This is an optimization exercise on Yosys and OpenROAD, whose aim is small area, a short achievable clock period and few clock cycles per item, not a production implementation.
Function was not checked in any run shown here: the RTL went through the layout flow alone.
Power and IR drop assume default switching activity.

## flow/design.v (module list and top-level ports; edited modules follow where they fit)
// module fa_cell: 4 lines
// module mkMACBuff: 4130 lines
module mkMACBuff (
    input  CLK,
    input  RST_N,
    input  EN_mac,
    output RDY_mac,
    input  [15:0] mac_vectA_0,
    input  [15:0] mac_vectB_0,
    input  [15:0] mac_vectA_1,
    input  [15:0] mac_vectB_1,
    input  [15:0] mac_vectA_2,
    input  [15:0] mac_vectB_2,
    input  [15:0] mac_vectA_3,
    input  [15:0] mac_vectB_3,
    output EN_writeMem,
    output [5:0] writeMem_addr,
    output [33:0] writeMem_val,
    input  EN_blockRead,
    output RDY_blockRead,
    output EN_readMem,
    output [5:0] readMem_addr,
    input  [33:0] readMem_val,
    output VALID_memVal,
    output [33:0] memVal_data
);
  // ...
==> flow/run.sh <==
#!/bin/bash
# synth_recipe.tcl (not shown) runs the flow's synth.tcl, then flattens the netlist and writes it again
# the make line also repeats each setting of config.mk as NAME=value (left out here)
make -C /OpenROAD-flow-scripts/flow DESIGN_CONFIG=/design/flow/config.mk WORK_HOME=/design/flow/orfs CLKGATE_MAP_FILE= SYNTH_SCRIPT=/design/flow/synth_recipe.tcl finish
==> flow/config.mk <==
export PLATFORM = sky130hd
export DESIGN_NAME = mkMACBuff
export DESIGN_NICKNAME = mkMACBuff
export VERILOG_FILES = /design/flow/design.v
export SDC_FILE = /design/flow/constraint.sdc
export NUM_CORES = 4
export LEC_CHECK = 0
export CAP_MARGIN = 20
export CORE_MARGIN = 2
export CORE_UTILIZATION = 40
export SLEW_MARGIN = 20
export SYNTH_HIERARCHICAL = 1
export SYNTH_MINIMUM_KEEP_SIZE = 0
==> flow/constraint.sdc <==
create_clock -name core_clock -period 4.5 [get_ports {CLK}]
set_input_delay 0.9000 -clock core_clock [delete_from_list [all_inputs] [get_ports {CLK}]]
set_output_delay 0.9000 -clock core_clock [all_outputs]
set_load 0.01 [all_outputs]
==> impl_metrics.toml, run 1 <==
[outcome]
status = "no timing/DRC/antenna violations"

[final_layout]
multi_input_area_share = 0.5676
final_cell_mix = "nand2_1 (1051), fa_1 (961), dfxtp_1 (567), clkdlybuf4s50_1 (182), buf_4 (130)"
final_cells = 4704
largest_register = "res"
fin_nets = 4547
multiInputGateArea_mm2 = 0.02530
buf_share = 0.06275

[grt]
grt_busiest_layer = "met2"
grt_pass1_wl_mm = 177.6

[pwr]
clkPwrFrac = 0.204
p_comb_mw = 14.0
ir_drop_uv = 357.9

[synth]
ys.flop_type = "dfxtp_1"
netlist_instances = 3285
synth_area_mm2 = 0.03902
yosysTopAreaCell = "fa_1"
yosys_warnings = 7

[timing]
maxSlewViolCount = 0
period_needed_ns = 3.278
tightest_slew_ns = 0.8307

[worst_setup_path]
path_depth = 6
reg2reg_to = "res[30]$_DFF_P_"
cp_top_family = "adder cells"

[worst_hold_path]
min_from = "t1_s701$_DFF_P_"

[die]
die-area_mm2 = 0.1001
tapCellCount = 1276

[drt]
vias = 24633

[clocking]
hold_buffers = 0
==> run 2: changes to the inputs <==
--- a/flow/design.v
+++ b/flow/design.v
@@ -3485,16 +3485,88 @@
 wire s1769, c1770;
 fa_cell us1769 (.a(c1684), .b(c1686), .ci(c1688), .s(s1769), .co(c1770));
 wire s1771, c1772;
 fa_cell us1771 (.a(s1689), .b(s1691), .ci(s1693), .s(s1771), .co(c1772));
 wire s1773, c1774;
 fa_cell us1773 (.a(c1690), .b(c1692), .ci(c1694), .s(s1773), .co(c1774));
 wire s1775, c1776;
 fa_cell us1775 (.a(c1696), .b(c1698), .ci(c1700), .s(s1775), .co(c1776));
+wire s1777 = ~(c1606 ^ c1608);
+wire c1778 = c1606 | c1608;
+wire s1779 = ~(c1610 ^ s1611);
+wire c1780 = c1610 | s1611;
+wire s1781, c1782;
+fa_cell us1781 (.a(c1612), .b(c1614), .ci(s1615), .s(s1781), .co(c1782));
+wire s1783 = ~(s1617 ^ s1431);
+wire c1784 = s1617 | s1431;
+wire s1785, c1786;
+fa_cell us1785 (.a(c1616), .b(c1618), .ci(s1619), .s(s1785), .co(c1786));
+wire s1787 = ~(s1621 ^ s1623);
+wire c1788 = s1621 | s1623;
+wire s1789, c1790;
+fa_cell us1789 (.a(c1624), .b(s1625), .ci(s1627), .s(s1789), .co(c1790));
+wire s1791, c1792;
+fa_cell us1791 (.a(s1629), .b(t1_pp3_12_0), .ci(s1727), .s(s1791), .co(c1792));
+wire s1793, c1794;
+fa_cell us1793 (.a(c1630), .b(s1631), .ci(s1633), .s(s1793), .co(c1794));
+wire s1795, c1796;
+fa_cell us1795 (.a(s1635), .b(c1728), .ci(s1729), .s(s1795), .co(c1796));
+wire s1797, c1798;
+fa_cell us1797 (.a(s1641), .b(s1469), .ci(s1471), .s(s1797), .co(c1798));
+wire s1799, c1800;
+fa_cell us1799 (.a(c1730), .b(s1731), .ci(s1733), .s(s1799), .co(c1800));
+wire s1801, c1802;
+fa_cell us1801 (.a(s1647), .b(s1649), .ci(c1732), .s(s1801), .co(c1802));
+wire s1803, c1804;
+fa_cell us1803 (.a(c1734), .b(s1735), .ci(s1737), .s(s1803), .co(c1804));
+wire s1805, c1806;
+fa_cell us1805 (.a(t1_s391), .b(c1736), .ci(c1738), .s(s1805), .co(c1806));
+wire s1807, c1808;
+fa_cell us1807 (.a(s1739), .b(s1741), .ci(s1743), .s(s1807), .co(c1808));
+wire s1809, c1810;
+fa_cell us1809 (.a(c1740), .b(c1742), .ci(c1744), .s(s1809), .co(c1810));
+wire s1811, c1812;
+fa_cell us1811 (.a(s1745), .b(s1747), .ci(s1749), .s(s1811), .co(c1812));
+wire s1813, c1814;
+fa_cell us1813 (.a(c1746), .b(c1748), .ci(c1750), .s(s1813), .co(c1814));
+wire s1815, c1816;
+fa_cell us1815 (.a(s1751), .b(s1753), .ci(s1755), .s(s1815), .co(c1816));
+wire s1817, c1818;
+fa_cell us1817 (.a(c1752), .b(c1754), .ci(c1756), .s(s1817), .co(c1818));
+wire s1819, c1820;
+fa_cell us1819 (.a(s1757), .b(s1759), .ci(s1761), .s(s1819), .co(c1820));
+wire s1821, c1822;
+fa_cell us1821 (.a(c1758), .b(c1760), .ci(c1762), .s(s1821), .co(c1822));
+wire s1823, c1824;
+fa_cell us1823 (.a(s1763), .b(s1765), .ci(s1767), .s(s1823), .co(c1824));
+wire s1825, c1826;
+fa_cell us1825 (.a(s1549), .b(c1764), .ci(c1766), .s(s1825), .co(c1826));
+wire s1827, c1828;
+fa_cell us1827 (.a(c1768), .b(s1769), .ci(s1771), .s(s1827), .co(c1828));
+wire s1829, c1830;
+fa_cell us1829 (.a(s1695), .b(s1697), .ci(s1699), .s(s1829), .co(c1830));
+wire s1831, c1832;
+fa_cell us1831 (.a(c1770), .b(c1772), .ci(s1773), .s(s1831), .co(c1832));
+wire s1833, c1834;
+fa_cell us1833 (.a(s1701), .b(s1703), .ci(s1563), .s(s1833), .co(c1834));
+wire s1835, c1836;
+fa_cell us1835 (.a(s1565), .b(c1774), .ci(s1775), .s(s1835), .co(c1836));
+wire s1837, c1838;
+fa_cell us1837 (.a(c1702), .b(c1704), .ci(s1705), .s(s1837), .co(c1838));
+wire s1839, c1840;
+fa_cell us1839 (.a(s1707), .b(s1709), .ci(c1776), .s(s1839), .co(c1840));
+wire s1841, c1842;
+fa_cell us1841 (.a(c1706), .b(c1708), .ci(c1710), .s(s1841), .co(c1842));
+wire s1843, c1844;
+fa_cell us1843 (.a(s1711), .b(s1713), .ci(t1_s625), .s(s1843), .co(c1844));
+wire s1845, c1846;
+fa_cell us1845 (.a(c1712), .b(c1714), .ci(s1715), .s(s1845), .co(c1846));
+wire s1847, c1848;
+fa_cell us1847 (.a(c1716), .b(c1718), .ci(s1719), .s(s1847), .co(c1848));
 reg t2_t1_s1;
 always_ff @(posedge CLK) t2_t1_s1 <= t1_s1;
 reg t2_t1_pp3_0_0;
 always_ff @(posedge CLK) t2_t1_pp3_0_0 <= t1_pp3_0_0;
 reg t2_t1_s1103;
 always_ff @(posedge CLK) t2_t1_s1103 <= t1_s1103;
 reg t2_t1_c1104;
 always_ff @(posedge CLK) t2_t1_c1104 <= t1_c1104;
@@ -3519,248 +3591,184 @@
 reg t2_t1_s701;
 always_ff @(posedge CLK) t2_t1_s701 <= t1_s701;
 reg t2_c1604;
 always_ff @(posedge CLK) t2_c1604 <= c1604;
 reg t2_s1605;
 always_ff @(posedge CLK) t2_s1605 <= s1605;
 reg t2_s1607;
 always_ff @(posedge CLK) t2_s1607 <= s1607;
-reg t2_c1606;
-always_ff @(posedge CLK) t2_c1606 <= c1606;
-reg t2_c1608;
-always_ff @(posedge CLK) t2_c1608 <= c1608;
 reg t2_s1609;
 always_ff @(posedge CLK) t2_s1609 <= s1609;
 reg t2_s1415;
 always_ff @(posedge CLK) t2_s1415 <= s1415;
 reg t2_s1417;
 always_ff @(posedge CLK) t2_s1417 <= s1417;
-reg t2_c1610;
-always_ff @(posedge CLK) t2_c1610 <= c1610;
-reg t2_s1611;
-always_ff @(posedge CLK) t2_s1611 <= s1611;
+reg t2_s1777;
+always_ff @(posedge CLK) t2_s1777 <= s1777;
 reg t2_s1613;
 always_ff @(posedge CLK) t2_s1613 <= s1613;
 reg t2_s1425;
 always_ff @(posedge CLK) t2_s1425 <= s1425;
-reg t2_c1612;
-always_ff @(posedge CLK) t2_c1612 <= c1612;
-reg t2_c1614;
-always_ff @(posedge CLK) t2_c1614 <= c1614;
-reg t2_s1615;
-always_ff @(posedge CLK) t2_s1615 <= s1615;
-reg t2_s1617;
-always_ff @(posedge CLK) t2_s1617 <= s1617;
-reg t2_s1431;
-always_ff @(posedge CLK) t2_s1431 <= s1431;
+reg t2_c1778;
+always_ff @(posedge CLK) t2_c1778 <= c1778;
+reg t2_s1779;
+always_ff @(posedge CLK) t2_s1779 <= s1779;
 reg t2_s1433;
 always_ff @(posedge CLK) t2_s1433 <= s1433;
-reg t2_c1616;
-always_ff @(posedge CLK) t2_c1616 <= c1616;
-reg t2_c1618;
-always_ff @(posedge CLK) t2_c1618 <= c1618;
-reg t2_s1619;
-always_ff @(posedge CLK) t2_s1619 <= s1619;
-reg t2_s1621;
-always_ff @(posedge CLK) t2_s1621 <= s1621;
-reg t2_s1623;
-always_ff @(posedge CLK) t2_s1623 <= s1623;
-reg t2_c1624;
-always_ff @(posedge CLK) t2_c1624 <= c1624;
-reg t2_s1625;
-always_ff @(posedge CLK) t2_s1625 <= s1625;
-reg t2_s1627;
-always_ff @(posedge CLK) t2_s1627 <= s1627;
-reg t2_s1629;
-always_ff @(posedge CLK) t2_s1629 <= s1629;
-reg t2_t1_pp3_12_0;
-always_ff @(posedge CLK) t2_t1_pp3_12_0 <= t1_pp3_12_0;
-reg t2_s1727;
-always_ff @(posedge CLK) t2_s1727 <= s1727;
-reg t2_c1630;
-always_ff @(posedge CLK) t2_c1630 <= c1630;
-reg t2_s1631;
-always_ff @(posedge CLK) t2_s1631 <= s1631;
-reg t2_s1633;
-always_ff @(posedge CLK) t2_s1633 <= s1633;
-reg t2_s1635;
-always_ff @(posedge CLK) t2_s1635 <= s1635;
-reg t2_c1728;
-always_ff @(posedge CLK) t2_c1728 <= c1728;
-reg t2_s1729;
-always_ff @(posedge CLK) t2_s1729 <= s1729;
-reg t2_s1641;
-always_ff @(posedge CLK) t2_s1641 <= s1641;
-reg t2_s1469;
-always_ff @(posedge CLK) t2_s1469 <= s1469;
-reg t2_s1471;
-always_ff @(posedge CLK) t2_s1471 <= s1471;
-reg t2_c1730;
-always_ff @(posedge CLK) t2_c1730 <= c1730;
-reg t2_s1731;
-always_ff @(posedge CLK) t2_s1731 <= s1731;
-reg t2_s1733;
-always_ff @(posedge CLK) t2_s1733 <= s1733;
-reg t2_s1647;
-always_ff @(posedge CLK) t2_s1647 <= s1647;
-reg t2_s1649;
-always_ff @(posedge CLK) t2_s1649 <= s1649;
-reg t2_c1732;
-always_ff @(posedge CLK) t2_c1732 <= c1732;
-reg t2_c1734;
-always_ff @(posedge CLK) t2_c1734 <= c1734;
-reg t2_s1735;
-always_ff @(posedge CLK) t2_s1735 <= s1735;
-reg t2_s1737;
-always_ff @(posedge CLK) t2_s1737 <= s1737;
-reg t2_t1_s391;
-always_ff @(posedge CLK) t2_t1_s391 <= t1_s391;
-reg t2_c1736;
-always_ff @(posedge CLK) t2_c1736 <= c1736;
-reg t2_c1738;
-always_ff @(posedge CLK) t2_c1738 <= c1738;
-reg t2_s1739;
-always_ff @(posedge CLK) t2_s1739 <= s1739;
-reg t2_s1741;
-always_ff @(posedge CLK) t2_s1741 <= s1741;
-reg t2_s1743;
-always_ff @(posedge CLK) t2_s1743 <= s1743;
-reg t2_c1740;
-always_ff @(posedge CLK) t2_c1740 <= c1740;
-reg t2_c1742;
-always_ff @(posedge CLK) t2_c1742 <= c1742;
-reg t2_c1744;
-always_ff @(posedge CLK) t2_c1744 <= c1744;
-reg t2_s1745;
-always_ff @(posedge CLK) t2_s1745 <= s1745;
-reg t2_s1747;
-always_ff @(posedge CLK) t2_s1747 <= s1747;
-reg t2_s1749;
-always_ff @(posedge CLK) t2_s1749 <= s1749;
-reg t2_c1746;
-always_ff @(posedge CLK) t2_c1746 <= c1746;
-reg t2_c1748;
-always_ff @(posedge CLK) t2_c1748 <= c1748;
-reg t2_c1750;
-always_ff @(posedge CLK) t2_c1750 <= c1750;
-reg t2_s1751;
-always_ff @(posedge CLK) t2_s1751 <= s1751;
-reg t2_s1753;
-always_ff @(posedge CLK) t2_s1753 <= s1753;
-reg t2_s1755;
-always_ff @(posedge CLK) t2_s1755 <= s1755;
-reg t2_c1752;
-always_ff @(posedge CLK) t2_c1752 <= c1752;
-reg t2_c1754;
-always_ff @(posedge CLK) t2_c1754 <= c1754;
-reg t2_c1756;
-always_ff @(posedge CLK) t2_c1756 <= c1756;
-reg t2_s1757;
-always_ff @(posedge CLK) t2_s1757 <= s1757;
-reg t2_s1759;
-always_ff @(posedge CLK) t2_s1759 <= s1759;
-reg t2_s1761;
-always_ff @(posedge CLK) t2_s1761 <= s1761;
-reg t2_c1758;
-always_ff @(posedge CLK) t2_c1758 <= c1758;
-reg t2_c1760;
-always_ff @(posedge CLK) t2_c1760 <= c1760;
-reg t2_c1762;
-always_ff @(posedge CLK) t2_c1762 <= c1762;
-reg t2_s1763;
-always_ff @(posedge CLK) t2_s1763 <= s1763;
-reg t2_s1765;
-always_ff @(posedge CLK) t2_s1765 <= s1765;
-reg t2_s1767;
-always_ff @(posedge CLK) t2_s1767 <= s1767;
-reg t2_s1549;
-always_ff @(posedge CLK) t2_s1549 <= s1549;
-reg t2_c1764;
-always_ff @(posedge CLK) t2_c1764 <= c1764;
-reg t2_c1766;
-always_ff @(posedge CLK) t2_c1766 <= c1766;
-reg t2_c1768;
-always_ff @(posedge CLK) t2_c1768 <= c1768;
-reg t2_s1769;
-always_ff @(posedge CLK) t2_s1769 <= s1769;
-reg t2_s1771;
-always_ff @(posedge CLK) t2_s1771 <= s1771;
-reg t2_s1695;
-always_ff @(posedge CLK) t2_s1695 <= s1695;
-reg t2_s1697;
-always_ff @(posedge CLK) t2_s1697 <= s1697;
-reg t2_s1699;
-always_ff @(posedge CLK) t2_s1699 <= s1699;
-reg t2_c1770;
-always_ff @(posedge CLK) t2_c1770 <= c1770;
-reg t2_c1772;
-always_ff @(posedge CLK) t2_c1772 <= c1772;
-reg t2_s1773;
-always_ff @(posedge CLK) t2_s1773 <= s1773;
-reg t2_s1701;
-always_ff @(posedge CLK) t2_s1701 <= s1701;
-reg t2_s1703;
-always_ff @(posedge CLK) t2_s1703 <= s1703;
-reg t2_s1563;
-always_ff @(posedge CLK) t2_s1563 <= s1563;
-reg t2_s1565;
-always_ff @(posedge CLK) t2_s1565 <= s1565;
-reg t2_c1774;
-always_ff @(posedge CLK) t2_c1774 <= c1774;
-reg t2_s1775;
-always_ff @(posedge CLK) t2_s1775 <= s1775;
-reg t2_c1702;
-always_ff @(posedge CLK) t2_c1702 <= c1702;
-reg t2_c1704;
-always_ff @(posedge CLK) t2_c1704 <= c1704;
-reg t2_s1705;
-always_ff @(posedge CLK) t2_s1705 <= s1705;
-reg t2_s1707;
-always_ff @(posedge CLK) t2_s1707 <= s1707;
-reg t2_s1709;
-always_ff @(posedge CLK) t2_s1709 <= s1709;
-reg t2_c1776;
-always_ff @(posedge CLK) t2_c1776 <= c1776;
-reg t2_c1706;
-always_ff @(posedge CLK) t2_c1706 <= c1706;
-reg t2_c1708;
-always_ff @(posedge CLK) t2_c1708 <= c1708;
-reg t2_c1710;
-always_ff @(posedge CLK) t2_c1710 <= c1710;
-reg t2_s1711;
-always_ff @(posedge CLK) t2_s1711 <= s1711;
-reg t2_s1713;
-always_ff @(posedge CLK) t2_s1713 <= s1713;
-reg t2_t1_s625;
-always_ff @(posedge CLK) t2_t1_s625 <= t1_s625;
-reg t2_c1712;
-always_ff @(posedge CLK) t2_c1712 <= c1712;
-reg t2_c1714;
-always_ff @(posedge CLK) t2_c1714 <= c1714;
-reg t2_s1715;
-always_ff @(posedge CLK) t2_s1715 <= s1715;
+reg t2_c1780;
+always_ff @(posedge CLK) t2_c1780 <= c1780;
+reg t2_s1781;
+always_ff @(posedge CLK) t2_s1781 <= s1781;
+reg t2_s1783;
+always_ff @(posedge CLK) t2_s1783 <= s1783;
+reg t2_c1782;
+always_ff @(posedge CLK) t2_c1782 <= c1782;
+reg t2_c1784;
+always_ff @(posedge CLK) t2_c1784 <= c1784;
+reg t2_s1785;
+always_ff @(posedge CLK) t2_s1785 <= s1785;
+reg t2_s1787;
+always_ff @(posedge CLK) t2_s1787 <= s1787;
+reg t2_c1786;
+always_ff @(posedge CLK) t2_c1786 <= c1786;
+reg t2_c1788;
+always_ff @(posedge CLK) t2_c1788 <= c1788;
+reg t2_s1789;
+always_ff @(posedge CLK) t2_s1789 <= s1789;
+reg t2_s1791;
+always_ff @(posedge CLK) t2_s1791 <= s1791;
+reg t2_c1790;
+always_ff @(posedge CLK) t2_c1790 <= c1790;
+reg t2_c1792;
+always_ff @(posedge CLK) t2_c1792 <= c1792;
+reg t2_s1793;
+always_ff @(posedge CLK) t2_s1793 <= s1793;
+reg t2_s1795;
+always_ff @(posedge CLK) t2_s1795 <= s1795;
+reg t2_c1794;
+always_ff @(posedge CLK) t2_c1794 <= c1794;
+reg t2_c1796;
+always_ff @(posedge CLK) t2_c1796 <= c1796;
+reg t2_s1797;
+always_ff @(posedge CLK) t2_s1797 <= s1797;
+reg t2_s1799;
+always_ff @(posedge CLK) t2_s1799 <= s1799;
+reg t2_c1798;
+always_ff @(posedge CLK) t2_c1798 <= c1798;
+reg t2_c1800;
+always_ff @(posedge CLK) t2_c1800 <= c1800;
+reg t2_s1801;
+always_ff @(posedge CLK) t2_s1801 <= s1801;
+reg t2_s1803;
+always_ff @(posedge CLK) t2_s1803 <= s1803;
+reg t2_c1802;
+always_ff @(posedge CLK) t2_c1802 <= c1802;
+reg t2_c1804;
+always_ff @(posedge CLK) t2_c1804 <= c1804;
+reg t2_s1805;
+always_ff @(posedge CLK) t2_s1805 <= s1805;
+reg t2_s1807;
+always_ff @(posedge CLK) t2_s1807 <= s1807;
+reg t2_c1806;
+always_ff @(posedge CLK) t2_c1806 <= c1806;
+reg t2_c1808;
+always_ff @(posedge CLK) t2_c1808 <= c1808;
+reg t2_s1809;
+always_ff @(posedge CLK) t2_s1809 <= s1809;
+reg t2_s1811;
+always_ff @(posedge CLK) t2_s1811 <= s1811;
+reg t2_c1810;
+always_ff @(posedge CLK) t2_c1810 <= c1810;
+reg t2_c1812;
+always_ff @(posedge CLK) t2_c1812 <= c1812;
+reg t2_s1813;
+always_ff @(posedge CLK) t2_s1813 <= s1813;
+reg t2_s1815;
+always_ff @(posedge CLK) t2_s1815 <= s1815;
+reg t2_c1814;
+always_ff @(posedge CLK) t2_c1814 <= c1814;
+reg t2_c1816;
+always_ff @(posedge CLK) t2_c1816 <= c1816;
+reg t2_s1817;
+always_ff @(posedge CLK) t2_s1817 <= s1817;
+reg t2_s1819;
+always_ff @(posedge CLK) t2_s1819 <= s1819;
+reg t2_c1818;
+always_ff @(posedge CLK) t2_c1818 <= c1818;
+reg t2_c1820;
+always_ff @(posedge CLK) t2_c1820 <= c1820;
+reg t2_s1821;
+always_ff @(posedge CLK) t2_s1821 <= s1821;
+reg t2_s1823;
+always_ff @(posedge CLK) t2_s1823 <= s1823;
+reg t2_c1822;
+always_ff @(posedge CLK) t2_c1822 <= c1822;
+reg t2_c1824;
+always_ff @(posedge CLK) t2_c1824 <= c1824;
+reg t2_s1825;
+always_ff @(posedge CLK) t2_s1825 <= s1825;
+reg t2_s1827;
+always_ff @(posedge CLK) t2_s1827 <= s1827;
+reg t2_c1826;
+always_ff @(posedge CLK) t2_c1826 <= c1826;
+reg t2_c1828;
+always_ff @(posedge CLK) t2_c1828 <= c1828;
+reg t2_s1829;
+always_ff @(posedge CLK) t2_s1829 <= s1829;
+reg t2_s1831;
+always_ff @(posedge CLK) t2_s1831 <= s1831;
+reg t2_c1830;
+always_ff @(posedge CLK) t2_c1830 <= c1830;
+reg t2_c1832;
+always_ff @(posedge CLK) t2_c1832 <= c1832;
+reg t2_s1833;
+always_ff @(posedge CLK) t2_s1833 <= s1833;
+reg t2_s1835;
+always_ff @(posedge CLK) t2_s1835 <= s1835;
+reg t2_c1834;
+always_ff @(posedge CLK) t2_c1834 <= c1834;
+reg t2_c1836;
+always_ff @(posedge CLK) t2_c1836 <= c1836;
+reg t2_s1837;
+always_ff @(posedge CLK) t2_s1837 <= s1837;
+reg t2_s1839;
+always_ff @(posedge CLK) t2_s1839 <= s1839;
+reg t2_c1838;
+always_ff @(posedge CLK) t2_c1838 <= c1838;
+reg t2_c1840;
+always_ff @(posedge CLK) t2_c1840 <= c1840;
+reg t2_s1841;
+always_ff @(posedge CLK) t2_s1841 <= s1841;
+reg t2_s1843;
+always_ff @(posedge CLK) t2_s1843 <= s1843;
 reg t2_s1717;
 always_ff @(posedge CLK) t2_s1717 <= s1717;
-reg t2_c1716;
-always_ff @(posedge CLK) t2_c1716 <= c1716;
-reg t2_c1718;
-always_ff @(posedge CLK) t2_c1718 <= c1718;
-reg t2_s1719;
-always_ff @(posedge CLK) t2_s1719 <= s1719;
+reg t2_c1842;
+always_ff @(posedge CLK) t2_c1842 <= c1842;
+reg t2_c1844;
+always_ff @(posedge CLK) t2_c1844 <= c1844;
+reg t2_s1845;
+always_ff @(posedge CLK) t2_s1845 <= s1845;
 reg t2_s1585;
 always_ff @(posedge CLK) t2_s1585 <= s1585;
 reg t2_s1587;
 always_ff @(posedge CLK) t2_s1587 <= s1587;
+reg t2_c1846;
+always_ff @(posedge CLK) t2_c1846 <= c1846;
+reg t2_s1847;
+always_ff @(posedge CLK) t2_s1847 <= s1847;
 reg t2_c1720;
 always_ff @(posedge CLK) t2_c1720 <= c1720;
 reg t2_s1721;
 always_ff @(posedge CLK) t2_s1721 <= s1721;
 reg t2_s1591;
 always_ff @(posedge CLK) t2_s1591 <= s1591;
+reg t2_c1848;
+always_ff @(posedge CLK) t2_c1848 <= c1848;
 reg t2_c1722;
 always_ff @(posedge CLK) t2_c1722 <= c1722;
 reg t2_s1723;
 always_ff @(posedge CLK) t2_s1723 <= s1723;
 reg t2_t1_s1391;
 always_ff @(posedge CLK) t2_t1_s1391 <= t1_s1391;
 reg t2_t1_pp3_15_14;
 always_ff @(posedge CLK) t2_t1_pp3_15_14 <= t1_pp3_15_14;
@@ -3771,330 +3779,132 @@
 reg t2_c1726;
 always_ff @(posedge CLK) t2_c1726 <= c1726;
 reg t2_c1596;
 always_ff @(posedge CLK) t2_c1596 <= c1596;
 reg t2_s1597;
 always_ff @(posedge CLK) t2_s1597 <= s1597;
 reg t2_c1598;
 always_ff @(posedge CLK) t2_c1598 <= c1598;
-wire s1777 = ~(t2_c1606 ^ t2_c1608);
-wire c1778 = t2_c1606 | t2_c1608;
-wire s1779 = ~(t2_c1610 ^ t2_s1611);
-wire c1780 = t2_c1610 | t2_s1611;
-wire s1781, c1782;
-fa_cell us1781 (.a(t2_c1612), .b(t2_c1614), .ci(t2_s1615), .s(s1781), .co(c1782));
-wire s1783 = ~(t2_s1617 ^ t2_s1431);
-wire c1784 = t2_s1617 | t2_s1431;
-wire s1785, c1786;
-fa_cell us1785 (.a(t2_c1616), .b(t2_c1618), .ci(t2_s1619), .s(s1785), .co(c1786));
-wire s1787 = ~(t2_s1621 ^ t2_s1623);
-wire c1788 = t2_s1621 | t2_s1623;
-wire s1789, c1790;
-fa_cell us1789 (.a(t2_c1624), .b(t2_s1625), .ci(t2_s1627), .s(s1789), .co(c1790));
-wire s1791, c1792;
-fa_cell us1791 (.a(t2_s1629), .b(t2_t1_pp3_12_0), .ci(t2_s1727), .s(s1791), .co(c1792));
-wire s1793, c1794;
-fa_cell us1793 (.a(t2_c1630), .b(t2_s1631), .ci(t2_s1633), .s(s1793), .co(c1794));
-wire s1795, c1796;
-fa_cell us1795 (.a(t2_s1635), .b(t2_c1728), .ci(t2_s1729), .s(s1795), .co(c1796));
-wire s1797, c1798;
-fa_cell us1797 (.a(t2_s1641), .b(t2_s1469), .ci(t2_s1471), .s(s1797), .co(c1798));
-wire s1799, c1800;
-fa_cell us1799 (.a(t2_c1730), .b(t2_s1731), .ci(t2_s1733), .s(s1799), .co(c1800));
-wire s1801, c1802;
-fa_cell us1801 (.a(t2_s1647), .b(t2_s1649), .ci(t2_c1732), .s(s1801), .co(c1802));
-wire s1803, c1804;
-fa_cell us1803 (.a(t2_c1734), .b(t2_s1735), .ci(t2_s1737), .s(s1803), .co(c1804));
-wire s1805, c1806;
-fa_cell us1805 (.a(t2_t1_s391), .b(t2_c1736), .ci(t2_c1738), .s(s1805), .co(c1806));
-wire s1807, c1808;
-fa_cell us1807 (.a(t2_s1739), .b(t2_s1741), .ci(t2_s1743), .s(s1807), .co(c1808));
-wire s1809, c1810;
-fa_cell us1809 (.a(t2_c1740), .b(t2_c1742), .ci(t2_c1744), .s(s1809), .co(c1810));
-wire s1811, c1812;
-fa_cell us1811 (.a(t2_s1745), .b(t2_s1747), .ci(t2_s1749), .s(s1811), .co(c1812));
-wire s1813, c1814;
-fa_cell us1813 (.a(t2_c1746), .b(t2_c1748), .ci(t2_c1750), .s(s1813), .co(c1814));
-wire s1815, c1816;
-fa_cell us1815 (.a(t2_s1751), .b(t2_s1753), .ci(t2_s1755), .s(s1815), .co(c1816));
-wire s1817, c1818;
-fa_cell us1817 (.a(t2_c1752), .b(t2_c1754), .ci(t2_c1756), .s(s1817), .co(c1818));
-wire s1819, c1820;
-fa_cell us1819 (.a(t2_s1757), .b(t2_s1759), .ci(t2_s1761), .s(s1819), .co(c1820));
-wire s1821, c1822;
-fa_cell us1821 (.a(t2_c1758), .b(t2_c1760), .ci(t2_c1762), .s(s1821), .co(c1822));
-wire s1823, c1824;
-fa_cell us1823 (.a(t2_s1763), .b(t2_s1765), .ci(t2_s1767), .s(s1823), .co(c1824));
-wire s1825, c1826;
-fa_cell us1825 (.a(t2_s1549), .b(t2_c1764), .ci(t2_c1766), .s(s1825), .co(c1826));
-wire s1827, c1828;
-fa_cell us1827 (.a(t2_c1768), .b(t2_s1769), .ci(t2_s1771), .s(s1827), .co(c1828));
-wire s1829, c1830;
-fa_cell us1829 (.a(t2_s1695), .b(t2_s1697), .ci(t2_s1699), .s(s1829), .co(c1830));
-wire s1831, c1832;
-fa_cell us1831 (.a(t2_c1770), .b(t2_c1772), .ci(t2_s1773), .s(s1831), .co(c1832));
-wire s1833, c1834;
-fa_cell us1833 (.a(t2_s1701), .b(t2_s1703), .ci(t2_s1563), .s(s1833), .co(c1834));
-wire s1835, c1836;
-fa_cell us1835 (.a(t2_s1565), .b(t2_c1774), .ci(t2_s1775), .s(s1835), .co(c1836));
-wire s1837, c1838;
-fa_cell us1837 (.a(t2_c1702), .b(t2_c1704), .ci(t2_s1705), .s(s1837), .co(c1838));
-wire s1839, c1840;
-fa_cell us1839 (.a(t2_s1707), .b(t2_s1709), .ci(t2_c1776), .s(s1839), .co(c1840));
-wire s1841, c1842;
-fa_cell us1841 (.a(t2_c1706), .b(t2_c1708), .ci(t2_c1710), .s(s1841), .co(c1842));
-wire s1843, c1844;
-fa_cell us1843 (.a(t2_s1711), .b(t2_s1713), .ci(t2_t1_s625), .s(s1843), .co(c1844));
-wire s1845, c1846;
-fa_cell us1845 (.a(t2_c1712), .b(t2_c1714), .ci(t2_s1715), .s(s1845), .co(c1846));
-wire s1847, c1848;
-fa_cell us1847 (.a(t2_c1716), .b(t2_c1718), .ci(t2_s1719), .s(s1847), .co(c1848));
 wire s1849 = ~(t2_c1602 ^ t2_s1603);
 wire c1850 = t2_c1602 | t2_s1603;
 wire s1851 = ~(t2_c1604 ^ t2_s1605);
 wire c1852 = t2_c1604 | t2_s1605;
 wire s1853, c1854;
 fa_cell us1853 (.a(t2_s1609), .b(t2_s1415), .ci(t2_s1417), .s(s1853), .co(c1854));
 wire s1855, c1856;
-fa_cell us1855 (.a(t2_s1613), .b(t2_s1425), .ci(c1778), .s(s1855), .co(c1856));
+fa_cell us1855 (.a(t2_s1613), .b(t2_s1425), .ci(t2_c1778), .s(s1855), .co(c1856));
 wire s1857, c1858;
-fa_cell us1857 (.a(t2_s1433), .b(c1780), .ci(s1781), .s(s1857), .co(c1858));
+fa_cell us1857 (.a(t2_s1433), .b(t2_c1780), .ci(t2_s1781), .s(s1857), .co(c1858));
 wire s1859, c1860;
-fa_cell us1859 (.a(c1782), .b(c1784), .ci(s1785), .s(s1859), .co(c1860));
+fa_cell us1859 (.a(t2_c1782), .b(t2_c1784), .ci(t2_s1785), .s(s1859), .co(c1860));
 wire s1861, c1862;
-fa_cell us1861 (.a(c1786), .b(c1788), .ci(s1789), .s(s1861), .co(c1862));
+fa_cell us1861 (.a(t2_c1786), .b(t2_c1788), .ci(t2_s1789), .s(s1861), .co(c1862));
 wire s1863, c1864;
-fa_cell us1863 (.a(c1790), .b(c1792), .ci(s1793), .s(s1863), .co(c1864));
+fa_cell us1863 (.a(t2_c1790), .b(t2_c1792), .ci(t2_s1793), .s(s1863), .co(c1864));
 wire s1865, c1866;
-fa_cell us1865 (.a(c1794), .b(c1796), .ci(s1797), .s(s1865), .co(c1866));
+fa_cell us1865 (.a(t2_c1794), .b(t2_c1796), .ci(t2_s1797), .s(s1865), .co(c1866));
 wire s1867, c1868;
-fa_cell us1867 (.a(c1798), .b(c1800), .ci(s1801), .s(s1867), .co(c1868));
+fa_cell us1867 (.a(t2_c1798), .b(t2_c1800), .ci(t2_s1801), .s(s1867), .co(c1868));
 wire s1869, c1870;
-fa_cell us1869 (.a(c1802), .b(c1804), .ci(s1805), .s(s1869), .co(c1870));
+fa_cell us1869 (.a(t2_c1802), .b(t2_c1804), .ci(t2_s1805), .s(s1869), .co(c1870));
 wire s1871, c1872;
-fa_cell us1871 (.a(c1806), .b(c1808), .ci(s1809), .s(s1871), .co(c1872));
+fa_cell us1871 (.a(t2_c1806), .b(t2_c1808), .ci(t2_s1809), .s(s1871), .co(c1872));
 wire s1873, c1874;
-fa_cell us1873 (.a(c1810), .b(c1812), .ci(s1813), .s(s1873), .co(c1874));
+fa_cell us1873 (.a(t2_c1810), .b(t2_c1812), .ci(t2_s1813), .s(s1873), .co(c1874));
 wire s1875, c1876;
-fa_cell us1875 (.a(c1814), .b(c1816), .ci(s1817), .s(s1875), .co(c1876));
+fa_cell us1875 (.a(t2_c1814), .b(t2_c1816), .ci(t2_s1817), .s(s1875), .co(c1876));
 wire s1877, c1878;
-fa_cell us1877 (.a(c1818), .b(c1820), .ci(s1821), .s(s1877), .co(c1878));
+fa_cell us1877 (.a(t2_c1818), .b(t2_c1820), .ci(t2_s1821), .s(s1877), .co(c1878));
 wire s1879, c1880;
-fa_cell us1879 (.a(c1822), .b(c1824), .ci(s1825), .s(s1879), .co(c1880));
+fa_cell us1879 (.a(t2_c1822), .b(t2_c1824), .ci(t2_s1825), .s(s1879), .co(c1880));
 wire s1881, c1882;
-fa_cell us1881 (.a(c1826), .b(c1828), .ci(s1829), .s(s1881), .co(c1882));
+fa_cell us1881 (.a(t2_c1826), .b(t2_c1828), .ci(t2_s1829), .s(s1881), .co(c1882));
 wire s1883, c1884;
-fa_cell us1883 (.a(c1830), .b(c1832), .ci(s1833), .s(s1883), .co(c1884));
+fa_cell us1883 (.a(t2_c1830), .b(t2_c1832), .ci(t2_s1833), .s(s1883), .co(c1884));
 wire s1885, c1886;
-fa_cell us1885 (.a(c1834), .b(c1836), .ci(s1837), .s(s1885), .co(c1886));
+fa_cell us1885 (.a(t2_c1834), .b(t2_c1836), .ci(t2_s1837), .s(s1885), .co(c1886));
 wire s1887, c1888;
-fa_cell us1887 (.a(c1838), .b(c1840), .ci(s1841), .s(s1887), .co(c1888));
+fa_cell us1887 (.a(t2_c1838), .b(t2_c1840), .ci(t2_s1841), .s(s1887), .co(c1888));
 wire s1889, c1890;
-fa_cell us1889 (.a(t2_s1717), .b(c1842), .ci(c1844), .s(s1889), .co(c1890));
+fa_cell us1889 (.a(t2_s1717), .b(t2_c1842), .ci(t2_c1844), .s(s1889), .co(c1890));
 wire s1891, c1892;
-fa_cell us1891 (.a(t2_s1585), .b(t2_s1587), .ci(c1846), .s(s1891), .co(c1892));
+fa_cell us1891 (.a(t2_s1585), .b(t2_s1587), .ci(t2_c1846), .s(s1891), .co(c1892));
 wire s1893, c1894;
 fa_cell us1893 (.a(t2_c1720), .b(t2_s1721), .ci(t2_s1591), .s(s1893), .co(c1894));
 wire s1895, c1896;
 fa_cell us1895 (.a(t2_c1722), .b(t2_s1723), .ci(t2_t1_s1391), .s(s1895), .co(c1896));
 wire s1897 = ~(t2_c1600 ^ t2_s1601);
 wire c1898 = t2_c1600 | t2_s1601;
 wire s1899, c1900;
 fa_cell us1899 (.a(t2_s1407), .b(t2_t1_s701), .ci(s1849), .s(s1899), .co(c1900));
 wire s1901, c1902;
 fa_cell us1901 (.a(t2_s1607), .b(c1850), .ci(s1851), .s(s1901), .co(c1902));
 wire s1903, c1904;
-fa_cell us1903 (.a(s1777), .b(c1852), .ci(s1853), .s(s1903), .co(c1904));
+fa_cell us1903 (.a(t2_s1777), .b(c1852), .ci(s1853), .s(s1903), .co(c1904));
 wire s1905, c1906;
-fa_cell us1905 (.a(s1779), .b(c1854), .ci(s1855), .s(s1905), .co(c1906));
+fa_cell us1905 (.a(t2_s1779), .b(c1854), .ci(s1855), .s(s1905), .co(c1906));
 wire s1907, c1908;
-fa_cell us1907 (.a(s1783), .b(c1856), .ci(s1857), .s(s1907), .co(c1908));
+fa_cell us1907 (.a(t2_s1783), .b(c1856), .ci(s1857), .s(s1907), .co(c1908));
 wire s1909, c1910;
-fa_cell us1909 (.a(s1787), .b(c1858), .ci(s1859), .s(s1909), .co(c1910));
+fa_cell us1909 (.a(t2_s1787), .b(c1858), .ci(s1859), .s(s1909), .co(c1910));
 wire s1911, c1912;
-fa_cell us1911 (.a(s1791), .b(c1860), .ci(s1861), .s(s1911), .co(c1912));
+fa_cell us1911 (.a(t2_s1791), .b(c1860), .ci(s1861), .s(s1911), .co(c1912));
 wire s1913, c1914;
-fa_cell us1913 (.a(s1795), .b(c1862), .ci(s1863), .s(s1913), .co(c1914));
+fa_cell us1913 (.a(t2_s1795), .b(c1862), .ci(s1863), .s(s1913), .co(c1914));
 wire s1915, c1916;
-fa_cell us1915 (.a(s1799), .b(c1864), .ci(s1865), .s(s1915), .co(c1916));
+fa_cell us1915 (.a(t2_s1799), .b(c1864), .ci(s1865), .s(s1915), .co(c1916));
 wire s1917, c1918;
-fa_cell us1917 (.a(s1803), .b(c1866), .ci(s1867), .s(s1917), .co(c1918));
+fa_cell us1917 (.a(t2_s1803), .b(c1866), .ci(s1867), .s(s1917), .co(c1918));
 wire s1919, c1920;
-fa_cell us1919 (.a(s1807), .b(c1868), .ci(s1869), .s(s1919), .co(c1920));
+fa_cell us1919 (.a(t2_s1807), .b(c1868), .ci(s1869), .s(s1919), .co(c1920));
 wire s1921, c1922;
-fa_cell us1921 (.a(s1811), .b(c1870), .ci(s1871), .s(s1921), .co(c1922));
+fa_cell us1921 (.a(t2_s1811), .b(c1870), .ci(s1871), .s(s1921), .co(c1922));
 wire s1923, c1924;
-fa_cell us1923 (.a(s1815), .b(c1872), .ci(s1873), .s(s1923), .co(c1924));
+fa_cell us1923 (.a(t2_s1815), .b(c1872), .ci(s1873), .s(s1923), .co(c1924));
 wire s1925, c1926;
-fa_cell us1925 (.a(s1819), .b(c1874), .ci(s1875), .s(s1925), .co(c1926));
+fa_cell us1925 (.a(t2_s1819), .b(c1874), .ci(s1875), .s(s1925), .co(c1926));
 wire s1927, c1928;
-fa_cell us1927 (.a(s1823), .b(c1876), .ci(s1877), .s(s1927), .co(c1928));
+fa_cell us1927 (.a(t2_s1823), .b(c1876), .ci(s1877), .s(s1927), .co(c1928));
 wire s1929, c1930;
-fa_cell us1929 (.a(s1827), .b(c1878), .ci(s1879), .s(s1929), .co(c1930));
+fa_cell us1929 (.a(t2_s1827), .b(c1878), .ci(s1879), .s(s1929), .co(c1930));
 wire s1931, c1932;
-fa_cell us1931 (.a(s1831), .b(c1880), .ci(s1881), .s(s1931), .co(c1932));
+fa_cell us1931 (.a(t2_s1831), .b(c1880), .ci(s1881), .s(s1931), .co(c1932));
 wire s1933, c1934;
-fa_cell us1933 (.a(s1835), .b(c1882), .ci(s1883), .s(s1933), .co(c1934));
+fa_cell us1933 (.a(t2_s1835), .b(c1882), .ci(s1883), .s(s1933), .co(c1934));
 wire s1935, c1936;
-fa_cell us1935 (.a(s1839), .b(c1884), .ci(s1885), .s(s1935), .co(c1936));
+fa_cell us1935 (.a(t2_s1839), .b(c1884), .ci(s1885), .s(s1935), .co(c1936));
 wire s1937, c1938;
-fa_cell us1937 (.a(s1843), .b(c1886), .ci(s1887), .s(s1937), .co(c1938));
+fa_cell us1937 (.a(t2_s1843), .b(c1886), .ci(s1887), .s(s1937), .co(c1938));
 wire s1939, c1940;
-fa_cell us1939 (.a(s1845), .b(c1888), .ci(s1889), .s(s1939), .co(c1940));
+fa_cell us1939 (.a(t2_s1845), .b(c1888), .ci(s1889), .s(s1939), .co(c1940));
 wire s1941, c1942;
-fa_cell us1941 (.a(s1847), .b(c1890), .ci(s1891), .s(s1941), .co(c1942));
+fa_cell us1941 (.a(t2_s1847), .b(c1890), .ci(s1891), .s(s1941), .co(c1942));
 wire s1943, c1944;
-fa_cell us1943 (.a(c1848), .b(c1892), .ci(s1893), .s(s1943), .co(c1944));
+fa_cell us1943 (.a(t2_c1848), .b(c1892), .ci(s1893), .s(s1943), .co(c1944));
 wire s1945, c1946;
 fa_cell us1945 (.a(t2_t1_pp3_15_14), .b(c1894), .ci(s1895), .s(s1945), .co(c1946));
 wire s1947, c1948;
 fa_cell us1947 (.a(t2_c1724), .b(t2_s1725), .ci(c1896), .s(s1947), .co(c1948));
 wire s1949, c1950;
 fa_cell us1949 (.a(t2_c1726), .b(t2_c1596), .ci(t2_s1597), .s(s1949), .co(c1950));
-reg t3_t2_t1_s1;
-always_ff @(posedge CLK) t3_t2_t1_s1 <= t2_t1_s1;
-reg t3_t2_t1_pp3_0_0;
-always_ff @(posedge CLK) t3_t2_t1_pp3_0_0 <= t2_t1_pp3_0_0;
-reg t3_t2_t1_s1103;
-always_ff @(posedge CLK) t3_t2_t1_s1103 <= t2_t1_s1103;
-reg t3_t2_t1_c1104;
-always_ff @(posedge CLK) t3_t2_t1_c1104 <= t2_t1_c1104;
-reg t3_t2_t1_s1105;
-always_ff @(posedge CLK) t3_t2_t1_s1105 <= t2_t1_s1105;
-reg t3_t2_s1395;
-always_ff @(posedge CLK) t3_t2_s1395 <= t2_s1395;
-reg t3_t2_s1599;
-always_ff @(posedge CLK) t3_t2_s1599 <= t2_s1599;
-reg t3_t2_s1403;
-always_ff @(posedge CLK) t3_t2_s1403 <= t2_s1403;
-reg t3_s1897;
-always_ff @(posedge CLK) t3_s1897 <= s1897;
-reg t3_c1898;
-always_ff @(posedge CLK) t3_c1898 <= c1898;
-reg t3_s1899;
-always_ff @(posedge CLK) t3_s1899 <= s1899;
-reg t3_c1900;
-always_ff @(posedge CLK) t3_c1900 <= c1900;
-reg t3_s1901;
-always_ff @(posedge CLK) t3_s1901 <= s1901;
-reg t3_c1902;
-always_ff @(posedge CLK) t3_c1902 <= c1902;
-reg t3_s1903;
-always_ff @(posedge CLK) t3_s1903 <= s1903;
-reg t3_c1904;
-always_ff @(posedge CLK) t3_c1904 <= c1904;
-reg t3_s1905;
-always_ff @(posedge CLK) t3_s1905 <= s1905;
-reg t3_c1906;
-always_ff @(posedge CLK) t3_c1906 <= c1906;
-reg t3_s1907;
-always_ff @(posedge CLK) t3_s1907 <= s1907;
-reg t3_c1908;
-always_ff @(posedge CLK) t3_c1908 <= c1908;
-reg t3_s1909;
-always_ff @(posedge CLK) t3_s1909 <= s1909;
-reg t3_c1910;
-always_ff @(posedge CLK) t3_c1910 <= c1910;
-reg t3_s1911;
-always_ff @(posedge CLK) t3_s1911 <= s1911;
-reg t3_c1912;
-always_ff @(posedge CLK) t3_c1912 <= c1912;
-reg t3_s1913;
-always_ff @(posedge CLK) t3_s1913 <= s1913;
-reg t3_c1914;
-always_ff @(posedge CLK) t3_c1914 <= c1914;
-reg t3_s1915;
-always_ff @(posedge CLK) t3_s1915 <= s1915;
-reg t3_c1916;
-always_ff @(posedge CLK) t3_c1916 <= c1916;
-reg t3_s1917;
-always_ff @(posedge CLK) t3_s1917 <= s1917;
-reg t3_c1918;
-always_ff @(posedge CLK) t3_c1918 <= c1918;
-reg t3_s1919;
-always_ff @(posedge CLK) t3_s1919 <= s1919;
-reg t3_c1920;
-always_ff @(posedge CLK) t3_c1920 <= c1920;
-reg t3_s1921;
-always_ff @(posedge CLK) t3_s1921 <= s1921;
-reg t3_c1922;
-always_ff @(posedge CLK) t3_c1922 <= c1922;
-reg t3_s1923;
-always_ff @(posedge CLK) t3_s1923 <= s1923;
-reg t3_c1924;
-always_ff @(posedge CLK) t3_c1924 <= c1924;
-reg t3_s1925;
-always_ff @(posedge CLK) t3_s1925 <= s1925;
-reg t3_c1926;
-always_ff @(posedge CLK) t3_c1926 <= c1926;
-reg t3_s1927;
-always_ff @(posedge CLK) t3_s1927 <= s1927;
-reg t3_c1928;
-always_ff @(posedge CLK) t3_c1928 <= c1928;
-reg t3_s1929;
-always_ff @(posedge CLK) t3_s1929 <= s1929;
-reg t3_c1930;
-always_ff @(posedge CLK) t3_c1930 <= c1930;
-reg t3_s1931;
-always_ff @(posedge CLK) t3_s1931 <= s1931;
-reg t3_c1932;
-always_ff @(posedge CLK) t3_c1932 <= c1932;
-reg t3_s1933;
-always_ff @(posedge CLK) t3_s1933 <= s1933;
-reg t3_c1934;
-always_ff @(posedge CLK) t3_c1934 <= c1934;
-reg t3_s1935;
-always_ff @(posedge CLK) t3_s1935 <= s1935;
-reg t3_c1936;
-always_ff @(posedge CLK) t3_c1936 <= c1936;
-reg t3_s1937;
-always_ff @(posedge CLK) t3_s1937 <= s1937;
-reg t3_c1938;
-always_ff @(posedge CLK) t3_c1938 <= c1938;
-reg t3_s1939;
-always_ff @(posedge CLK) t3_s1939 <= s1939;
-reg t3_c1940;
-always_ff @(posedge CLK) t3_c1940 <= c1940;
-reg t3_s1941;
-always_ff @(posedge CLK) t3_s1941 <= s1941;
-reg t3_c1942;
-always_ff @(posedge CLK) t3_c1942 <= c1942;
-reg t3_s1943;
-always_ff @(posedge CLK) t3_s1943 <= s1943;
-reg t3_c1944;
-always_ff @(posedge CLK) t3_c1944 <= c1944;
-reg t3_s1945;
-always_ff @(posedge CLK) t3_s1945 <= s1945;
-reg t3_c1946;
-always_ff @(posedge CLK) t3_c1946 <= c1946;
-reg t3_s1947;
-always_ff @(posedge CLK) t3_s1947 <= s1947;
-reg t3_c1948;
-always_ff @(posedge CLK) t3_c1948 <= c1948;
-reg t3_s1949;
-always_ff @(posedge CLK) t3_s1949 <= s1949;
-reg t3_t2_c1598;
-always_ff @(posedge CLK) t3_t2_c1598 <= t2_c1598;
-reg t3_c1950;
-always_ff @(posedge CLK) t3_c1950 <= c1950;
-wire [33:0] row1 = {1'b0, ~t3_t2_c1598, ~t3_c1948, ~t3_c1946, ~t3_c1944, ~t3_c1942, ~t3_c1940, ~t3_c1938, ~t3_c1936, ~t3_c1934, ~t3_c1932, ~t3_c1930, ~t3_c1928, ~t3_c1926, ~t3_c1924, ~t3_c1922, ~t3_c1920, ~t3_c1918, ~t3_c1916, ~t3_c1914, ~t3_c1912, ~t3_c1910, ~t3_c1908, ~t3_c1906, ~t3_c1904, ~t3_c1902, ~t3_c1900, ~t3_c1898, ~t3_t2_s1403, ~t3_t2_s1599, ~t3_t2_s1395, ~t3_t2_t1_c1104, ~t3_t2_t1_s1103, ~t3_t2_t1_s1};
-wire [33:0] row2 = {1'b0, ~t3_c1950, ~t3_s1949, ~t3_s1947, ~t3_s1945, ~t3_s1943, ~t3_s1941, ~t3_s1939, ~t3_s1937, ~t3_s1935, ~t3_s1933, ~t3_s1931, ~t3_s1929, ~t3_s1927, ~t3_s1925, ~t3_s1923, ~t3_s1921, ~t3_s1919, ~t3_s1917, ~t3_s1915, ~t3_s1913, ~t3_s1911, ~t3_s1909, ~t3_s1907, ~t3_s1905, ~t3_s1903, ~t3_s1901, ~t3_s1899, ~t3_s1897, 1'b0, 1'b0, ~t3_t2_t1_s1105, 1'b0, ~t3_t2_t1_pp3_0_0};
+wire [33:0] row1 = {1'b0, ~t2_c1598, ~c1948, ~c1946, ~c1944, ~c1942, ~c1940, ~c1938, ~c1936, ~c1934, ~c1932, ~c1930, ~c1928, ~c1926, ~c1924, ~c1922, ~c1920, ~c1918, ~c1916, ~c1914, ~c1912, ~c1910, ~c1908, ~c1906, ~c1904, ~c1902, ~c1900, ~c1898, ~t2_s1403, ~t2_s1599, ~t2_s1395, ~t2_t1_c1104, ~t2_t1_s1103, ~t2_t1_s1};
+wire [33:0] row2 = {1'b0, ~c1950, ~s1949, ~s1947, ~s1945, ~s1943, ~s1941, ~s1939, ~s1937, ~s1935, ~s1933, ~s1931, ~s1929, ~s1927, ~s1925, ~s1923, ~s1921, ~s1919, ~s1917, ~s1915, ~s1913, ~s1911, ~s1909, ~s1907, ~s1905, ~s1903, ~s1901, ~s1899, ~s1897, 1'b0, 1'b0, ~t2_t1_s1105, 1'b0, ~t2_t1_pp3_0_0};
 always_ff @(posedge CLK) res <= row1 + row2;
     logic [5:0] mac_cnt;
     logic       rdy;
-    logic [4-1:0] vpipe;
+    logic [3-1:0] vpipe;
     logic [5:0] wr_addr;
     logic       full;
     logic [5:0] rd_addr;
     logic       rd_valid;
     logic       ren;
     wire accept    = EN_mac && rdy;
     wire handshake = EN_blockRead && full;
-    wire last_wr   = vpipe[4-1] && wr_addr == 6'd63;
+    wire last_wr   = vpipe[3-1] && wr_addr == 6'd63;
     wire rd_last   = rd_valid && rd_addr == 6'd0;
     wire full_nx     = handshake ? 1'b0 : (last_wr ? 1'b1 : full);
     wire rd_valid_nx = handshake ? 1'b1 : (rd_last ? 1'b0 : rd_valid);
     always_ff @(posedge CLK or negedge RST_N) begin
         if (!RST_N) begin
             mac_cnt  <= 6'd0;
             rdy      <= 1'b1;
             vpipe    <= '0;
@@ -4105,30 +3915,30 @@
             ren      <= 1'b0;
         end else begin
             if (accept)
                 mac_cnt <= mac_cnt + 6'd1;
             if (handshake)
                 rdy <= 1'b1;
             else if (accept && mac_cnt == 6'd63)
                 rdy <= 1'b0;
-            vpipe <= {vpipe[4-2:0], accept};
-            if (vpipe[4-1])
+            vpipe <= {vpipe[3-2:0], accept};
+            if (vpipe[3-1])
                 wr_addr <= wr_addr + 6'd1;
             full <= full_nx;
             rd_valid <= rd_valid_nx;
             if (handshake)
                 rd_addr <= 6'd1;
             else if (rd_valid && rd_addr != 6'd0)
                 rd_addr <= rd_addr + 6'd1;
             ren <= full_nx || rd_valid_nx;
         end
     end
     assign RDY_mac       = rdy;
     assign RDY_blockRead = full;
-    assign EN_writeMem   = vpipe[4-1];
+    assign EN_writeMem   = vpipe[3-1];
     assign writeMem_addr = wr_addr;
     assign writeMem_val  = res;
     assign EN_readMem    = ren;
     assign readMem_addr  = rd_addr;
     assign VALID_memVal  = rd_valid;
     assign memVal_data   = readMem_val;
 endmodule
==> impl_metrics.toml, run 2 <==
[outcome]
status = "no timing/DRC/antenna violations"

[drt]
vias = 24709
drt_iter0_drc = 2612
first_pass_iters = 5
via_per_inst = 5.409
route.detailed.drc = 0
drt-total-wl_mm = 122.6
routedWlPerCell_um = 26.83
ant_nets = 0

[clocking]
hold_buffers = 0
clkTransAtPathRegs_ns = 0.06
cts_buffer_depth = 3
cts.sinks = 497
tritoncts = "yes"
clk_latency_ns = 0.66
h-tree-depth = 2
cts_setup_buffers = 0
cts_root_buf = "clkbuf_16"
ctsResizeCount = 0
cts_buffers = 57

[final_layout]
fin_area_mm2 = 0.04226
syn_to_final_growth_pct = 13.75
final_common_cell = "nand2_1"
drive_gt1_frac = 0.07579
num_antenna_cells = 0
largest_register = "res"
final_cell_mix = "nand2_1 (1055), fa_1 (961), dfxtp_1 (472), clkdlybuf4s50_1 (182), buf_4 (137)"
largest_reg_flops = 34
fin_nets = 4456

[synth]
synth_cell_types = 64
ys.flop_type = "dfxtp_1"
yosysSeqAreaShare = 0.2712
synth_edf_count = 0
synth_area_mm2 = 0.03715
yosys_register_bits = 497
ys_top_cells_by_count = "nand2_1 (1055), fa_1 (961), dfxtp_1 (472)"
syn_avg_cell_area_um2 = 11.61
yosys_warnings = 7
netlist_top_cells_area = "fa_1 (52%), dfxtp_1 (25%), nand2_1 (11%)"
synth_nets = 4375
yosys.area.top_type_share = 0.5178
async_flop_share = 0.05030
netlist_instances = 3199
yosysTopAreaCell = "fa_1"
yosysMostFrequentCell = "nand2_1"

[pwr]
p_leak_nw = 15.82
comb_power_share = 0.639
p_int_mw = 19.15
fin_total_pwr_mw = 35.41
p_seq_frac = 0.225
ir_drop_uv = 582.2
powerDensity_mw_per_mm2 = 838.0
swShare = 0.4593
p_switching_mw = 16.26
clkPwrFrac = 0.136

[timing]
hold_viol = 0
period_share = 0.7994
period_needed_ns = 3.597
layout_setup_ws_ns = 0.9026
maxSlewViolCount = 0
setup_viol = 0
tightest_slew_ns = 0.8710
skew_ns = 0.04569
tns_ns = 0
max_freq_mhz = 278.0
slew_headroom = 0.4175
grt_setup_unrepaired = "no"

[place]
hpwl_mm = 94.41
dpl_cell_area_mm2 = 0.04034
post-place-ws_ns = 0.6068
place.gp.congestion = 0.9636
port_buffers = 182

[worst_hold_path]
hold_path.class = "flip-flop to flip-flop"

[grt]
grt_start_max_net_pins = 17
grtUsageTotal = 0.2641
grt_overflow = 0
grt_pass1_vias = 27398
grt_pass1_wl_mm = 181.0
antenna_found_initial = 5

[worst_setup_path]
arrival_ns = 4.09
crit_start = "t2_c1810$_DFF_P_"
worstPathRequired_ns = 5.00
r2r_cells = 11
reg2reg_to = "res[27]$_DFF_P_"
cp-end-kind = "flip-flop"
reg2reg_slack_ns = 0.90
critPathCapture = "res[27]$_DFF_P_"
critPathLaunchType = "flip-flop"
r2r_start = "t2_c1810$_DFF_P_"
worstPathMaxFanout = 7
setup.worst_path.class = "flip-flop to flip-flop"

[die]
dieWidth_um = 308.8
die-area_mm2 = 0.09533
io_pins = 251
core_area_mm2 = 0.09180
start_util = 0.4047
die_y_um = 308.8
rows = 111

[job]
cap_violations = 0
## run 2: changes by cell type in the layout (fill, tap and decap cells not counted), moves of 8 or more
| cell | before | now |
|---|---|---|
| a21oi_1 | 26 | 35 |
| dfxtp_1 | 567 | 472 |
| a21o_1 | 25 | 11 |
| clkbuf_8 | 15 | 7 |
| clkbuf_16 | 72 | 58 |
## run 2: layer usage
layer,vias up,wire length [um],part of all wire,GRT usage
met5,-,39,0.00032,0
met4,6,4792,0.039,0.09881
met3,372,18250,0.15,0.1054
met2,1886,52350,0.43,0.3883
met1,12776,47110,0.38,0.3522
li1,9669,-,-,-
## run 2: area by class of cell
type,count,area [um^2]
flip-flops and latches,497,10080
clock buffers,74,1582
repair buffers,321,2885
well taps,1243,1555
fillers,8367,49540
clock inverters,30,339.1
inverters,120,450.4
multi-input cells,2283,25370
## run 2: cells by family (layout without fill, tap and decap cells)
group                      Yosys count  after routing  synth area share
AOI/OAI and AO/OA                  100            100           0.02024
xor gates and xnor gates            42             42          0.009902
adders and majority gates         1010           1010            0.5344
buffers and inverters              419            545           0.04587
DFF                                497            497            0.2712
muxes                                4              4          0.001145
and+or+nand+nor                   1127           1127            0.1173
## run 2: how the worst min path moves through the flow
stage / start / to / slack [ns] / cells after the start
floorplan: t1_c1104$_DFF_P_ / t2_t1_c1104$_DFF_P_ / 0.31 / 0
global placement: t1_pp3_0_0$_DFF_P_ / t2_t1_pp3_0_0$_DFF_P_ / 0.31 / 0
detailed placement: t1_c1104$_DFF_P_ / t2_t1_c1104$_DFF_P_ / 0.31 / 0
CTS: t1_c1104$_DFF_P_ / t2_t1_c1104$_DFF_P_ / 0.33 / 0
global route: t1_pp3_15_14$_DFF_P_ / t2_t1_pp3_15_14$_DFF_P_ / 0.34 / 0
finish: t1_c1104$_DFF_P_ / t2_t1_c1104$_DFF_P_ / 0.33 / 0
## run 2: through the flow
step / instances / hold slack, ns / util
final: 4568 / 0.3274 / 0.4603
after global routing: 4568 / 0.3385 / 0.4603
after CTS: 4568 / 0.3272 / 0.4603
after detailed placement: 4464 / 0.3121 / 0.4394
after global placement: 4463 / 0.3100 / 0.4392
after floorplan: 3199 / 0.3096 / -
## run 2: power groups by stage
stage	Combinational, mW	Sequential (mW)	Clock (mW)
finish	22.6	7.98	4.81
global route	25.7	8.15	5.09
CTS	22.9	7.95	4.90
detailed placement	22.8	8.05	0
global placement	22.5	8.02	0
floorplan	15.1	7.68	0
## run 2: Yosys stat by module, one instance, submodules excluded
| module | flip-flops and latches | cell area (um^2) | cells inside |
|---|---|---|---|
| mkMACBuff | 497 | 17910 | 2238 |
| fa_cell | 0 | 20.02 | 1 |
## run 2: critical path, stage by stage, from the launching register on
cell and delay, ns:
dfxtp_1 0.32, fa_1 0.50, fa_1 0.49, inv_1 0.05
ha_1 0.37, a21o_1 0.21, a21o_1 0.23, a21oi_1 0.41
o22a_1 0.27, o21ai_4 0.08, a311o_1 0.38, xor2_1 0.16
==> run 3: changes to the inputs <==
--- a/flow/config.mk
+++ b/flow/config.mk
@@ -8,6 +8,7 @@
 export CAP_MARGIN = 20
 export CORE_MARGIN = 2
 export CORE_UTILIZATION = 40
+export SETUP_SLACK_MARGIN = 1.5
 export SLEW_MARGIN = 20
 export SYNTH_HIERARCHICAL = 1
 export SYNTH_MINIMUM_KEEP_SIZE = 0
==> impl_metrics.toml, run 3 <==
[outcome]
status = "no timing/DRC/antenna violations"

[die]
die-area_mm2 = 0.09533
rows = 111
start_util = 0.4047
core_area_mm2 = 0.09180
io_pins = 251
dieWidth_um = 308.8
die_y_um = 308.8

[worst_setup_path]
setup.worst_path.class = "flip-flop to flip-flop"
cp_top_family = "compound AO/OA/AOI/OAI gates"
worstPathRequired_ns = 5.04
arrival_ns = 3.80
worstPathMaxFanout = 5
cp_cell_sequence = "fa_1 > fa_1 > inv_2 > ha_4 > a21oi_4 > o211a_1 > o311ai_4 > o211ai_4 > o21ai_4 > or2_4 > o311a_1"
path_buf_inv = 1
cp-end-kind = "flip-flop"
worst_path_largest_cell_delay_ns = 0.52
critPathLaunchType = "flip-flop"
critPathMostFrequentCell = "fa_1"
slowest_stage = "fa_1"

[clocking]
clkTransAtPathRegs_ns = 0.06
cts_buffer_depth = 3
tritoncts = "yes"
cts.sinks = 497
hold_buffers = 0
cts_root_buf = "clkbuf_16"
cts_buffers = 56
clk_latency_ns = 0.68
h-tree-depth = 2

[timing]
period_share = 0.7248
skew_ns = 0.03467
hold_viol = 0
setup_viol = 0
maxSlewViolCount = 0
grt_setup_unrepaired = "yes"
max_freq_mhz = 306.6
period_needed_ns = 3.262
tns_ns = 0
slew_headroom = 0.4503
tightest_slew_ns = 0.8246
layout_setup_ws_ns = 1.238

[final_layout]
largest_register = "res"
multiInputGateArea_mm2 = 0.02586
syn_to_final_growth_pct = 16.09
register_area_mm2 = 0.01008
largest_reg_flops = 34
fin_nets = 4488
final_common_cell = "nand2_1"
nFillCells = 8219
final_cell_mix = "nand2_1 (1050), fa_1 (953), dfxtp_1 (466), clkdlybuf4s50_1 (165), buf_4 (156)"
drive_gt1_frac = 0.1069

[pwr]
p_int_mw = 22.13
comb_power_share = 0.677
ir_drop_uv = 819.3
p_leak_nw = 16.13
p_seq_frac = 0.199
powerDensity_mw_per_mm2 = 934.1
swShare = 0.4506
p_switching_mw = 18.15
clkPwrFrac = 0.124

[synth]
ys.flop_type = "dfxtp_1"
syn_avg_cell_area_um2 = 11.61
ys_top_cells_by_count = "nand2_1 (1055), fa_1 (961), dfxtp_1 (472)"
synth_edf_count = 0
netlist_top_cells_area = "fa_1 (52%), dfxtp_1 (25%), nand2_1 (11%)"
yosys.area.top_type_share = 0.5178
synth_cell_types = 64
synth_nets = 4375
yosysSeqAreaShare = 0.2712
yosys_warnings = 7
yosys_register_bits = 497
yosysTopAreaCell = "fa_1"
yosysMostFrequentCell = "nand2_1"
async_flop_share = 0.05030
netlist_instances = 3199
synth_area_mm2 = 0.03715

[drt]
vias = 24930
route.detailed.drc = 0
drt-total-wl_mm = 126.2
first_pass_iters = 6
via_per_inst = 5.415
routedWlPerCell_um = 27.42
drt_iter0_drc = 2714
ant_nets = 0

[place]
post-place-ws_ns = 0.6376
hpwl_mm = 94.92
port_buffers = 182
place.gp.congestion = 0.9253

[grt]
antenna_found_initial = 7
grt_overflow = 0
grtUsageTotal = 0.2727
grt_pass1_vias = 27825
grt_pass1_wl_mm = 184.8
grt_start_max_net_pins = 26

[worst_hold_path]
hold_path.class = "input port to async pin"

[job]
cap_violations = 0
## run 3: changes by cell type in the layout (fill, tap and decap cells not counted), moves of 10 or more
cell	previous run	this run
dlygate4sd2_1	0	15
clkdlybuf4s50_1	182	165
ha_1	49	35
buf_4	137	156
buf_6	0	14
a21oi_1	35	22
ha_4	0	12
clkbuf_8	7	17
## run 3: area by class of cell
type | instances | share of cell area
inverter | 120 | 0.01044
multi-input combinational | 2283 | 0.5996
tap | 1243 | 0.03606
clock buffer | 82 | 0.03969
sequential | 497 | 0.2338
timing repair buffer | 354 | 0.07348
antenna | 3 | 0.0001741
clock inverter | 22 | 0.006730
## run 3: metal layers
layer,wire length [um],GRT usage
met5,30,0
met4,5974,0.1220
met3,17780,0.1037
met2,55320,0.4119
met1,47120,0.3495
## run 3: timing repair
item,CTS,global route
setup buffers,18,11
resized for setup,60,58
pin swaps,19,24
setup endpoints to repair,106,24
## run 3: cells by family after synthesis
logic type | count (synthesis) | share of synthesized area
multiplexers | 4 | 0.001145
flip-flops | 497 | 0.2712
adder cells (fa/ha/maj) | 1010 | 0.5344
XOR/XNOR | 42 | 0.009902
buffers and inverters | 419 | 0.04587
AO/OA/AOI/OAI | 100 | 0.02024
AND/OR/NAND/NOR | 1127 | 0.1173
## run 3: path summary, 6_finish.rpt
check | slack (ns) | cells after the start | endpoint | from
setup / recovery | 1.24 | 11 | res[29]$_DFF_P_ | t2_c1786$_DFF_P_
hold / removal | 0.23 | 1 | rd_valid$_DFF_PN0_ | RST_N
setup reg to reg | 1.24 | 11 | res[29]$_DFF_P_ | t2_c1786$_DFF_P_
hold reg to reg | 0.33 | 0 | t2_t1_pp3_15_14$_DFF_P_ | t1_pp3_15_14$_DFF_P_
max in group asynchronous | 3.89 | 1 | wr_addr[2]$_DFFE_PN0P_ | RST_N
min in group core_clock | 0.33 | 0 | t2_t1_pp3_15_14$_DFF_P_ | t1_pp3_15_14$_DFF_P_
## run 3: power groups by stage
stage	Combinational (mW)	Sequential [mW]	Clock, mW
2_1_floorplan	15.6	7.68	0
3_3_place_gp	23.0	8.00	0
3_5_place_dp	23.3	8.05	0
4_1_cts	25.4	7.96	5.06
5_1_grt	30.3	8.16	5.23
6_report	27.3	8.00	5.01
## run 3: modules after synthesis, one instance, submodules excluded
module     flip-flops and latches  cells inside  copies in the design
fa_cell                         0             1                   961
mkMACBuff                     497          2238                     1
## run 3: per-stage QoR
stage	instances	cell area (um^2)	util	total power, mW	hold WS [ns]
2_1_floorplan	3199	37440	-	23.31	0.3096
3_3_place_gp	4468	40440	0.4405	30.96	0.3107
3_5_place_dp	4468	40440	0.4405	31.30	0.3146
4_1_cts	4590	42760	0.4658	38.41	0.2149
5_1_grt	4603	43130	0.4698	43.68	0.2531
6_report	4604	43130	0.4698	40.29	0.2311

==> separate check: timing with driven ports <==
The flow's constraints put no driver on any port. The routed layouts listed below were extracted and timed again, unchanged, in two steps. Step 1 sets driving cells, clkbuf_16 on the clock port and buf_2 on the other inputs (assumed; they add their load-dependent delay and slew). Step 2 also shifts input and output timing later by t, the mid clock arrival at the registers, as if the neighbouring blocks saw the same clock. a / b / c = ideal ports / drivers / drivers and shift; a / b = the first two.
run | shift t [ns] | slack for setup (ns) | hold slack, ns | worst register clock-pin slew, ns | pins driven straight from the clock port
run 1 | 0.687 | 1.222 / 1.260 / 0.573 | 0.325 / 0.325 / 0.325 | 0.06 / 0.06 | 1
run 2 | 0.701 | 0.903 / 0.903 / 0.494 | 0.327 / 0.327 / 0.327 | 0.07 / 0.07 | 1
run 3 | 0.729 | 1.238 / 1.238 / 0.759 | 0.231 / 0.188 / 0.327 | 0.07 / 0.07 | 1
After both steps every run listed still meets setup and hold. The setup slack of run 1, which loses most, moves by +0.038 ns with the drivers and by -0.649 ns with both steps.
